Source: an optimization exercise on an open RTL-to-GDS flow (aim: small area). Production flows keep margins and buffers that such runs may drop. Function was not checked in any run shown here: the RTL went through the layout flow alone. Power and IR drop assume default switching activity.

==> design.v <==
module fifo_ao22 (input a1, input a2, input b1, input b2, output x);
   assign x = (a1 & a2) | (b1 & b2);
endmodule
module fifo_aoi222 (input a1, input a2, input b1, input b2, input c1, input c2, output y);
   assign y = ~((a1 & a2) | (b1 & b2) | (c1 & c2));
endmodule
module fifo_nand2 (input a, input b, output y);
   assign y = ~(a & b);
endmodule
module my_fifo #(
                   parameter DATA_W           = 128      ,         
                   parameter DEPTH            = 16     ,         
                   parameter UPP_TH           = 4      ,         
                   parameter LOW_TH           = 2                
                )
                (
                   input                   clk         ,
                   input                   rstn        ,
                   input                   i_wren      ,
                   input  [DATA_W - 1 : 0] i_wrdata    ,
                   output                  o_alm_full  ,
                   output                  o_full      ,
                   input                   i_rden      ,
                   output [DATA_W - 1 : 0] o_rddata    ,
                   output                  o_alm_empty ,
                   output                  o_empty
                );
localparam NS = DEPTH - 1;           
localparam NP = NS + 2;              
localparam NG = (NP + 2) / 3;        
logic [DATA_W - 1        : 0] head_rg         ;         
logic [DATA_W - 1        : 0] mem_rg [NS]     ;         
logic [NS - 1            : 0] wrsel_rg        ;         
logic [NS - 1            : 0] rdsel_rg        ;         
logic [$clog2(DEPTH)     : 0] dcount_rg       ;         
logic wren_s, rden_s, full_s, empty_s, one_s;
logic ld_wr_s, ld_mem_s, hold_head_s, wr_mem_s;
logic [NS - 1 : 0] we_s, hold_s;
logic [NP - 1 : 0] hsel_s;                               
assign full_s   = (dcount_rg == DEPTH);
assign empty_s  = (dcount_rg == 0);
assign one_s    = (dcount_rg == 1);
assign wren_s   = i_wren & !full_s & rstn;
assign rden_s   = i_rden & !empty_s;
assign ld_wr_s     = wren_s & (empty_s | (one_s & i_rden));
assign ld_mem_s    = rden_s & !one_s;
assign hold_head_s = !(ld_wr_s | ld_mem_s);
assign wr_mem_s    = wren_s & !ld_wr_s;
assign we_s   = wrsel_rg & {NS{wr_mem_s}};
assign hold_s = ~we_s;
assign hsel_s = {hold_head_s, ld_wr_s, rdsel_rg & {NS{ld_mem_s}}};
genvar i, b, g;
generate
   for (i = 0; i < NS; i++) begin : g_ent
      logic [DATA_W - 1 : 0] nx;
      for (b = 0; b < DATA_W; b++) begin : g_bit
         fifo_ao22 u_mx (.a1(i_wrdata[b]), .a2(we_s[i]), .b1(mem_rg[i][b]), .b2(hold_s[i]), .x(nx[b]));
      end
      always @ (posedge clk) mem_rg[i] <= nx;
   end
   for (b = 0; b < DATA_W; b++) begin : g_rd
      logic [NP - 1 : 0]     src;
      logic [3 * NG - 1 : 0] sel_p, src_p;
      logic [NG - 1 : 0]     z;
      logic                  z2;
      for (i = 0; i < NS; i++) begin : g_src
         assign src[i] = mem_rg[i][b];
      end
      assign src[NS]     = i_wrdata[b];
      assign src[NS + 1] = head_rg[b];
      assign sel_p = {{(3 * NG - NP){1'b0}}, hsel_s};
      assign src_p = {{(3 * NG - NP){1'b0}}, src};
      for (g = 0; g < NG; g++) begin : g_grp
         if (3 * g + 2 < NP) begin : g3
            fifo_aoi222 u_ao (.a1(sel_p[3*g]), .a2(src_p[3*g]), .b1(sel_p[3*g+1]), .b2(src_p[3*g+1]),
                              .c1(sel_p[3*g+2]), .c2(src_p[3*g+2]), .y(z[g]));
         end else begin : g2
            fifo_nand2 u_n0 (.a(sel_p[3*g]), .b(src_p[3*g]), .y(z[g]));
            fifo_nand2 u_n1 (.a(sel_p[3*g+1]), .b(src_p[3*g+1]), .y(z2));
         end
      end
      always @ (posedge clk) head_rg[b] <= ~(&z & z2);
   end
endgenerate
always @ (posedge clk) begin
   if (!rstn) begin
      wrsel_rg  <= 1;
      rdsel_rg  <= 1;
      dcount_rg <= 0;
   end
   else begin
      if (wr_mem_s) wrsel_rg <= {wrsel_rg[NS-2:0], wrsel_rg[NS-1]};
      if (ld_mem_s) rdsel_rg <= {rdsel_rg[NS-2:0], rdsel_rg[NS-1]};
      if (wren_s && !rden_s)      dcount_rg <= dcount_rg + 1'b1;
      else if (!wren_s && rden_s) dcount_rg <= dcount_rg - 1'b1;
   end
end
assign o_full      = full_s;
assign o_empty     = empty_s;
assign o_alm_full  = (dcount_rg > UPP_TH);
assign o_alm_empty = (dcount_rg < LOW_TH);
assign o_rddata    = head_rg;
endmodule
==> flow/run.sh <==
#!/bin/bash
# Standard ORFS layout, with small port buffers, a clock tree of small buffers without
# dummy loads, and power recovery (downsizing) after global routing.
set -euo pipefail
cat >> config.mk <<'EOF'
export BUFFER_PORTS_ARGS = -buffer_cell sky130_fd_sc_hd__buf_1
export CTS_ARGS = -sink_clustering_enable -repair_clock_nets -dont_use_dummy_load -buf_list {sky130_fd_sc_hd__clkbuf_4 sky130_fd_sc_hd__clkbuf_8} -root_buf sky130_fd_sc_hd__clkbuf_8 -sink_clustering_buffer sky130_fd_sc_hd__clkbuf_4 -sink_clustering_size 10 -sink_clustering_max_diameter 35
export RECOVER_POWER = 100
EOF
bash standard.sh > standard.log 2>&1
==> standard.sh <==
#!/bin/bash
# synth_recipe.tcl (not shown) runs the flow's synth.tcl, then flattens the netlist and writes it again
# the make line also repeats each setting of config.mk as NAME=value (left out here)
make -C /OpenROAD-flow-scripts/flow DESIGN_CONFIG=/design/flow/config.mk WORK_HOME=/design/flow/orfs CLKGATE_MAP_FILE= SYNTH_SCRIPT=/design/flow/synth_recipe.tcl "${@:-finish}"
==> config.mk <==
export PLATFORM = sky130hd
export DESIGN_NAME = my_fifo
export DESIGN_NICKNAME = my_fifo
export VERILOG_FILES = /design/flow/design.v
export SDC_FILE = /design/flow/constraint.sdc
export NUM_CORES = 4
export LEC_CHECK = 0
export CAP_MARGIN = 0
export CORE_MARGIN = 2
export CORE_UTILIZATION = 65
export PLACE_DENSITY = 0.8
export SLEW_MARGIN = 0
export SYNTH_HIERARCHICAL = 1
export SYNTH_MINIMUM_KEEP_SIZE = 0
export BUFFER_PORTS_ARGS = -buffer_cell sky130_fd_sc_hd__buf_1
export CTS_ARGS = -sink_clustering_enable -repair_clock_nets -dont_use_dummy_load -buf_list {sky130_fd_sc_hd__clkbuf_4 sky130_fd_sc_hd__clkbuf_8} -root_buf sky130_fd_sc_hd__clkbuf_8 -sink_clustering_buffer sky130_fd_sc_hd__clkbuf_4 -sink_clustering_size 10 -sink_clustering_max_diameter 35
export RECOVER_POWER = 100
==> constraint.sdc <==
create_clock -name core_clock -period 4.5 [get_ports {clk}]
set_input_delay 0.9000 -clock core_clock [delete_from_list [all_inputs] [get_ports {clk}]]
set_output_delay 0.9000 -clock core_clock [all_outputs]
set_load 0.01 [all_outputs]
==> impl_metrics.toml, run 1 <==
[status]
outcome = "complete, but fails checks"
violations = "max-capacitance violations, max-slew violations"

[synth]
async_flop_share_pct = 0
synth_fa_ha_area_share_pct = 0.08962
synth_top_family_by_area = "compound AO/OA/AOI/OAI gates"
synth-compound-area-share_pct = 33.68
ys_warn_count = 9
synth.distinct_cells = 31
synthesis.area_um2 = 69800
syn_inst = 5453
postSynthAreaPerCell_um2 = 12.80
yosys.area.top_type_share_pct = 59.74
yosys.area.top_type = "dfxtp_1"
yosys-top-cells-area = "dfxtp_1 (60%), a22o_1 (24%), a222oi_1 (9.2%)"
syn-num-nets = 5590
synth-simple-area-share_pct = 4.587
ys_seq_area_share_pct = 59.74
ys_seq_elements = 2083
synth-xor-area-share_pct = 0.02509
synthFlopType = "dfxtp_1"
synthMuxAreaShare_pct = 0.2581
synth_edf_count = 0

[worst_setup_path]
cpMaxStageDelayCell = "clkbuf_2"
startpoint_type = "flip-flop"
crit_type = "flip-flop to flip-flop"
cp_cell_sequence = "inv_1 > ha_1 > or4bb_1 > buf_4 > o2111ai_1 > clkbuf_2 > clkbuf_2 > a22o_1"
cp.arrival_ns = 4.95
crit_top_cell = "clkbuf_2"
cp_max_fo = 36
slowest_delay_ns = 1.09
crit_path_end_kind = "flip-flop"
rrSetupSlack_ns = 0.42
cp.required_ns = 5.36

[routing]
avgRoutedWirePerCell_um = 33.67
drc = 0
drt_wl_total_um = 250900
via_per_inst = 8.143
dr.pass1.iters = 10
vias = 60680
antenna_left = 0
drtIter0Drc = 11770

[clocking]
cts_hold_buf = 0
ctsResizeCount = 0
cts_sinks = 2083
cts-htree-levels = 5
clk_latency_ns = 0.99
cts_root_buf = "clkbuf_8"
clk_pin_slew_ns = 0.11
post_cts_buffers = 0
clk_path_buf_depth = 4
cts_tree = "done"
numCtsBuffers = 293

[power_and_ir_drop]
powerDensity_nw_per_um2 = 528.3
leakage_nw = 28.31
ir_drop_v = 0.0005239

[sta]
hold_violations = 0
setup_tns_ns = 0
hold_slack_ns = 0.4464
fin_skew_ns = 0.08563
rsz0062_at_grt = "no"
fmax_mhz = 244.8
period_needed_ns = 4.085
period_share_pct = 90.77
setup_viol = 0
slew_headroom_pct = -67.54
finalMaxSlewViolations = 1316
worstMarginPinSlew_ns = 2.513

[die]
initial_utilization_pct = 65.39
io_pins = 264
die_y_um = 331.7
core_um2 = 106800
rows = 120
die_w_um = 331.7
die_area_um2 = 110000

[run]
cap_violations = 19

[placed_design]
port_buffers = 263
dpl.cell_count = 7141
hpwl_um = 129400
place.gp.congestion = 0.8158

[final_layout]
final_cells = 7452
layout.nets = 6170
drive_gt1_share_pct = 8.009
finalCoreUtilization_pct = 71.28
fillers = 7565
area_growth_pct = 9.007

[global_route]
grt_max_degree = 129
grt_use_total_pct = 43.58
gr-total-overflow = 0
grt_pass1_vias = 58820
grt_pass1_wl_um = 372800
antenna_found_initial = 29

[hold_path]
hp-class = "flip-flop to flip-flop"
==> final cells by class <==
class | instances | area (µm²) | area share [%]
Tap cell | 1403 | 1755 | 2.307
Clock buffer | 293 | 2506 | 3.294
Sequential cell | 2083 | 41700 | 54.80
Timing Repair Buffer | 429 | 2785 | 3.660
Multi-Input combinational cell | 3203 | 27110 | 35.63
Antenna cell | 18 | 45.04 | 0.05920
Inverter | 23 | 191.4 | 0.2516
==> routing by layer <==
layer	track usage, %	up-vias	share of wire [%]
li1	-	24650	-
met1	58.02	29270	36
met2	64.23	5612	42
met3	12.57	1117	16
met4	23.38	30	5.7
met5	0	-	0.072
==> placed cells by master (no fill, tap or decap), types with 11 or more instances in the layout <==
master | Yosys | layout
mux2i_1 | 18 | 18
clkbuf_2 | 0 | 18
and4_1 | 128 | 128
clkbuf_8 | 0 | 49
o21ai_0 | 17 | 17
buf_1 | 1 | 262
o2111ai_1 | 15 | 11
and2_4 | 0 | 11
clkbuf_1 | 8 | 16
a222oi_1 | 640 | 640
diode_2 | 0 | 18
nand2_1 | 288 | 287
buf_4 | 128 | 70
inv_8 | 0 | 12
buf_12 | 0 | 52
a22o_1 | 1920 | 1920
clkbuf_4 | 0 | 253
dfxtp_1 | 2083 | 2083
nand4_1 | 130 | 130
==> registers in the layout, indices dropped and copies added, names as in the netlist <==
signal / flops
dcount_rg: 5
head_rg: 128
mem_rg: 1920
rdsel_rg: 15
wrsel_rg: 15
==> per-module statistics from Yosys, one instance, submodules excluded <==
module	times used	area, µm²	cells inside
fifo_aoi222	640	10.01	1
my_fifo	1	45620	2637
fifo_nand2	256	3.754	1
fifo_ao22	1920	8.758	1
==> synth_stat cells (2+ instances only) <==
library cell and instances:
o21ai_0 17, buf_6 3, nor2_1 8, or3_1 2, buf_2 4, o2111ai_1 15
and4_1 128, clkbuf_1 8, ha_1 5, dfxtp_1 2083, and2_1 14, inv_1 23
nand2b_1 2, a21oi_1 4, a22o_1 1920, buf_4 128, o211ai_1 3, nand4_1 130
a222oi_1 640, nand2_1 288, mux2i_1 18
==> where the power goes <==
group	switching [W]	total, W	internal, W
logic	0.00428	0.00766	0.00338
clock network	0.00597	0.00947	0.00350
registers	0.00187	0.0231	0.0212
==> metrics by stage <==
step	power, W	worst slack, ns	area, µm²
finish	0.04020	0.4152	76090
global route	0.04153	0.3748	76080
CTS	0.03997	0.8217	76510
detailed placement	0.03086	0.8706	74000
global placement	0.03057	0.9197	74000
floorplan	0.02832	-4.268	69940
==> worst max-delay path, delay by kind of cell (launching register included) <==
kind	cells	cell delay, ns
AO/OA/AOI/OAI	2	0.58
adder cells (fa/ha/maj)	1	0.26
buffers and inverters	4	2.28
flip-flops	1	0.36
AND/OR/NAND/NOR	1	0.49
==> cells by family after synthesis <==
kind of cell | count (synthesis)
AOI/OAI and AO/OA | 2602
xor gates and xnor gates | 2
adders and majority gates | 5
buffers and inverters | 167
DFF | 2083
muxes | 18
and+or+nand+nor | 576
==> final timing paths <==
kind,startpoint,end,cells past startpoint
max,dcount_rg[1]$_SDFFE_PN0P_,mem_rg[6][89]$_DFF_P_,8
min,mem_rg[1][80]$_DFF_P_,head_rg[80]$_DFF_P_,2
max reg2reg,dcount_rg[1]$_SDFFE_PN0P_,mem_rg[6][89]$_DFF_P_,8
min reg2reg,mem_rg[1][80]$_DFF_P_,head_rg[80]$_DFF_P_,2
==> run 2, diff against run 1 <==
==> flow/run.sh (replaced) <==
#!/bin/bash
# Standard ORFS layout, with small port buffers, a clock tree of small buffers without
# dummy loads, and power recovery (downsizing) after global routing.
set -euo pipefail
cat >> config.mk <<'EOF'
export BUFFER_PORTS_ARGS = -buffer_cell sky130_fd_sc_hd__buf_1
export CTS_ARGS = -sink_clustering_enable -repair_clock_nets -dont_use_dummy_load -buf_list {sky130_fd_sc_hd__clkbuf_4 sky130_fd_sc_hd__clkbuf_8} -root_buf sky130_fd_sc_hd__clkbuf_8 -sink_clustering_buffer sky130_fd_sc_hd__clkbuf_8 -sink_clustering_size 16 -sink_clustering_max_diameter 40
export RECOVER_POWER = 100
EOF
bash standard.sh > standard.log 2>&1
==> config.mk (replaced) <==
export PLATFORM = sky130hd
export DESIGN_NAME = my_fifo
export DESIGN_NICKNAME = my_fifo
export VERILOG_FILES = /design/flow/design.v
export SDC_FILE = /design/flow/constraint.sdc
export NUM_CORES = 4
export LEC_CHECK = 0
export CAP_MARGIN = 0
export CORE_MARGIN = 2
export CORE_UTILIZATION = 65
export PLACE_DENSITY = 0.8
export SLEW_MARGIN = 0
export SYNTH_HIERARCHICAL = 1
export SYNTH_MINIMUM_KEEP_SIZE = 0
export BUFFER_PORTS_ARGS = -buffer_cell sky130_fd_sc_hd__buf_1
export CTS_ARGS = -sink_clustering_enable -repair_clock_nets -dont_use_dummy_load -buf_list {sky130_fd_sc_hd__clkbuf_4 sky130_fd_sc_hd__clkbuf_8} -root_buf sky130_fd_sc_hd__clkbuf_8 -sink_clustering_buffer sky130_fd_sc_hd__clkbuf_8 -sink_clustering_size 16 -sink_clustering_max_diameter 40
export RECOVER_POWER = 100
==> run 2 against run 1 <==
- still fails the layout checks on max-capacitance violations, max-slew violations
- global-route usage fell by 0.077 points
- flip-flop and latch count did not move
- synthesized cell count unchanged
- sequential power about the same
- clock-buffer cell count down 107
- utilization is essentially flat
- wire length is 0.16% lower
- die area stayed put
- first-iteration DRC count down 0.12%
- clock power rose by 0.7%
- non-clock buffer count did not move
- largest power group unchanged
- highest routed layer unchanged
==> impl_metrics.toml, run 2 <==
[status]
outcome = "complete, but fails checks"
violations = "max-capacitance violations, max-slew violations"

[sta]
setup_tns_ns = 0
period_share_pct = 90.43
fin_skew_ns = 0.09360
finalMaxSlewViolations = 1288
slew_headroom_pct = -69.12
setup_viol = 0
fmax_mhz = 245.7
worstMarginPinSlew_ns = 2.537
rsz0062_at_grt = "no"
hold_violations = 0
hold_slack_ns = 0.4479
period_needed_ns = 4.069

[clocking]
cts_hold_buf = 0
ctsResizeCount = 0
cts-htree-levels = 4
clk_path_buf_depth = 3
cts_tree = "done"
cts_sinks = 2083
numCtsBuffers = 186
clk_pin_slew_ns = 0.08
clk_latency_ns = 0.94
post_cts_buffers = 0
cts_root_buf = "clkbuf_8"

[die]
die_w_um = 331.7
core_um2 = 106800
initial_utilization_pct = 65.39
io_pins = 264
die_y_um = 331.7
die_area_um2 = 110000
rows = 120

[power_and_ir_drop]
powerDensity_nw_per_um2 = 528.7
pwr-share-comb_pct = 19.0
ir_drop_v = 0.0005250
p_sw_w = 0.01200
p_total_w = 0.04025
pwr-share-clk_pct = 23.7
leakage_nw = 28.17
sequentialPowerShare_pct = 57.3
p_int_w = 0.02825
swShare_pct = 29.80

[routing]
antenna_left = 0
drt_wl_total_um = 250500
drc = 0
avgRoutedWirePerCell_um = 34.10
drtIter0Drc = 11750
via_per_inst = 8.147
dr.pass1.iters = 10
vias = 59860

[run]
cap_violations = 18

[worst_setup_path]
endpoint = "mem_rg[6][97]$_DFF_P_"
crit_path_end_kind = "flip-flop"
critPathLaunch = "dcount_rg[1]$_SDFFE_PN0P_"
crit_type = "flip-flop to flip-flop"
worst-path-buf-inv = 4
crit_family = "buffers and inverters"
cp.arrival_ns = 4.89
startpoint_type = "flip-flop"
r2r_end = "mem_rg[6][97]$_DFF_P_"
crit_cells = 8
cpMaxStageDelayCell = "clkbuf_2"
rrSetupSlack_ns = 0.43
cp.required_ns = 5.32
cp_cell_sequence = "inv_1 > ha_1 > or4bb_1 > buf_4 > o2111ai_1 > clkbuf_2 > clkbuf_2 > a22o_1"
crit_top_cell = "clkbuf_2"
cp_max_fo = 36
rr_startpoint = "dcount_rg[1]$_SDFFE_PN0P_"
slowest_delay_ns = 1.13
ff2ff_path_depth = 8

[synth]
ys_warn_count = 9
synthFlopType = "dfxtp_1"
syn_inst = 5453
synth-xor-area-share_pct = 0.02509
synth_edf_count = 0
synth.distinct_cells = 31
async_flop_share_pct = 0
synth-simple-area-share_pct = 4.587
synth_fa_ha_area_share_pct = 0.08962
synthMuxAreaShare_pct = 0.2581
postSynthAreaPerCell_um2 = 12.80
syn-num-nets = 5590
synth_common_cells = "dfxtp_1 (2083), a22o_1 (1920), a222oi_1 (640)"
yosys.area.top_type_share_pct = 59.74
synth-compound-area-share_pct = 33.68
ys_seq_area_share_pct = 59.74
synth_top_family_by_area = "compound AO/OA/AOI/OAI gates"
synthesis.area_um2 = 69800
ys_seq_elements = 2083
yosys.area.top_type = "dfxtp_1"
synth_most_common_cell = "dfxtp_1"
yosys-top-cells-area = "dfxtp_1 (60%), a22o_1 (24%), a222oi_1 (9.2%)"

[global_route]
grt_pass1_vias = 58100
busiest_layer = "met2"
use_met1_pct = 58.28
grt_use_met2_pct = 64.34
grt_use_met3_pct = 12.37
grt_use_total_pct = 43.50
gr-total-overflow = 0
antenna_found_initial = 32
grt_pass1_wl_um = 371600
grt_max_degree = 129

[final_layout]
mostFrequentLayoutCell = "dfxtp_1"
fillers = 7542
area_growth_pct = 9.057
largest_reg_flops = 1920
top_register = "mem_rg"
top_regs = "mem_rg x1920, head_rg x128"
layout.nets = 6063
finalInstanceArea_um2 = 76130
drive_gt1_share_pct = 6.364
multiInputGateArea_um2 = 27070
mostFrequentLayoutCells = "dfxtp_1 (2083), a22o_1 (1920), a222oi_1 (640)"
final-seq-area_um2 = 41700

[hold_path]
hp-class = "flip-flop to flip-flop"

[placed_design]
postPlaceCellArea_um2 = 74000
hpwl_um = 129400
place.gp.congestion = 0.8158
port_buffers = 263
==> run 2: cell counts after synthesis <==
No cell type changed its count.
==> run 2: worst min-delay path by stage <==
stage | from | endpoint | cells past startpoint
4_1_cts | mem_rg[4][91]$_DFF_P_ | head_rg[91]$_DFF_P_ | 2
3_5_place_dp | mem_rg[6][79]$_DFF_P_ | mem_rg[6][79]$_DFF_P_ | 1
5_1_grt | mem_rg[4][91]$_DFF_P_ | head_rg[91]$_DFF_P_ | 2
3_3_place_gp | rdsel_rg[14]$_SDFFE_PN0P_ | rdsel_rg[14]$_SDFFE_PN0P_ | 2
6_report | mem_rg[4][91]$_DFF_P_ | head_rg[91]$_DFF_P_ | 2
2_1_floorplan | rdsel_rg[0]$_SDFFE_PN1P_ | rdsel_rg[1]$_SDFFE_PN0P_ | 2
==> run 2: stage by stage <==
| step | cells | setup slack (ns) | util, % |
|---|---|---|---|
| 6_report | 7347 | 0.4307 | 71.31 |
| 5_1_grt | 7344 | 0.4101 | 71.30 |
| 4_1_cts | 7327 | 0.8818 | 71.72 |
| 3_5_place_dp | 7141 | 0.8706 | 69.32 |
| 3_3_place_gp | 7141 | 0.9197 | 69.32 |
| 2_1_floorplan | 5453 | -4.268 | - |
==> run 2: cell type report <==
class | count | share of cell area, %
flip-flops and latches | 2083 | 54.78
clock buffers | 186 | 3.363
diodes | 20 | 0.06574
inverters | 23 | 0.2515
multi-input cells | 3203 | 35.57
well taps | 1403 | 2.306
repair buffers | 429 | 3.672
==> run 2: per-module statistics from Yosys (local to each module, per instance) <==
module	times used	cells	flops+latches	area [µm²]
my_fifo	1	2637	2083	45620
fifo_aoi222	640	1	0	10.01
fifo_ao22	1920	1	0	8.758
fifo_nand2	256	1	0	3.754
==> run 2: worst reg2reg max path, delay by kind of cell (launching register included) <==
family	cells	cell delay, ns
AO/OA/AOI/OAI	2	0.59
adder cells (fa/ha/maj)	1	0.26
buffers and inverters	4	2.35
flip-flops	1	0.35
AND/OR/NAND/NOR	1	0.49
==> run 2: kinds of logic (layout without fill, tap and decap cells) <==
family	after synthesis	count (layout)
compound gates	2602	2602
xor+xnor	2	2
buf+inv	167	638
flops	2083	2083
fa+ha+maj	5	5
mux	18	18
simple gates	576	576
other cells	0	20
==> run 2: power by group through the flow <==
stage               Sequential, W  Combinational (W)  Clock [W]
CTS                        0.0229            0.00758    0.00951
global route               0.0233            0.00808     0.0102
detailed placement         0.0233            0.00757          0
floorplan                  0.0226            0.00574          0
finish                     0.0231            0.00765    0.00954
global placement           0.0233            0.00729          0
==> run 2: routing by layer <==
metal	wire length, µm	share of wire [%]	vias up
li1	-	-	24320
met1	91130	36	29070
met2	106400	42	5425
met3	39170	16	1006
met4	13630	5.4	32
met5	206	0.082	-

static timing again, ports no longer ideal:
The flow's constraints put no driver on any port. The routed layouts listed below were extracted and timed again, unchanged, in two steps.
Step 1 sets driving cells, clkbuf_16 on the clock port and buf_2 on the other inputs (assumed; they add their load-dependent delay and slew).
Step 2 adds t to the input delays and takes it off the output delays; t is the mean of the earliest and latest rising clock arrival at the registers after step 1. Input paths then give back, and output paths get back, about the clock's delay inside the block.
Three values: no drivers, after step 1, after step 2; two values: the first two.
run | shift t [ns] | setup WS [ns] | latest minus earliest clock arrival (ns) | slew at the worst register clock pin (ns) | worst data-port slew with drivers (ns)
run 1 | 1.020 | 0.415 / 0.415 / 0.081 | 0.097 / 0.096 | 0.11 / 0.11 | 0.15
run 2 | 0.963 | 0.431 / 0.431 / 0.100 | 0.094 / 0.094 | 0.10 / 0.10 | 0.15
The setup slack of run 1, which loses most, moves by 0.000 ns with the drivers and by -0.334 ns with both steps.
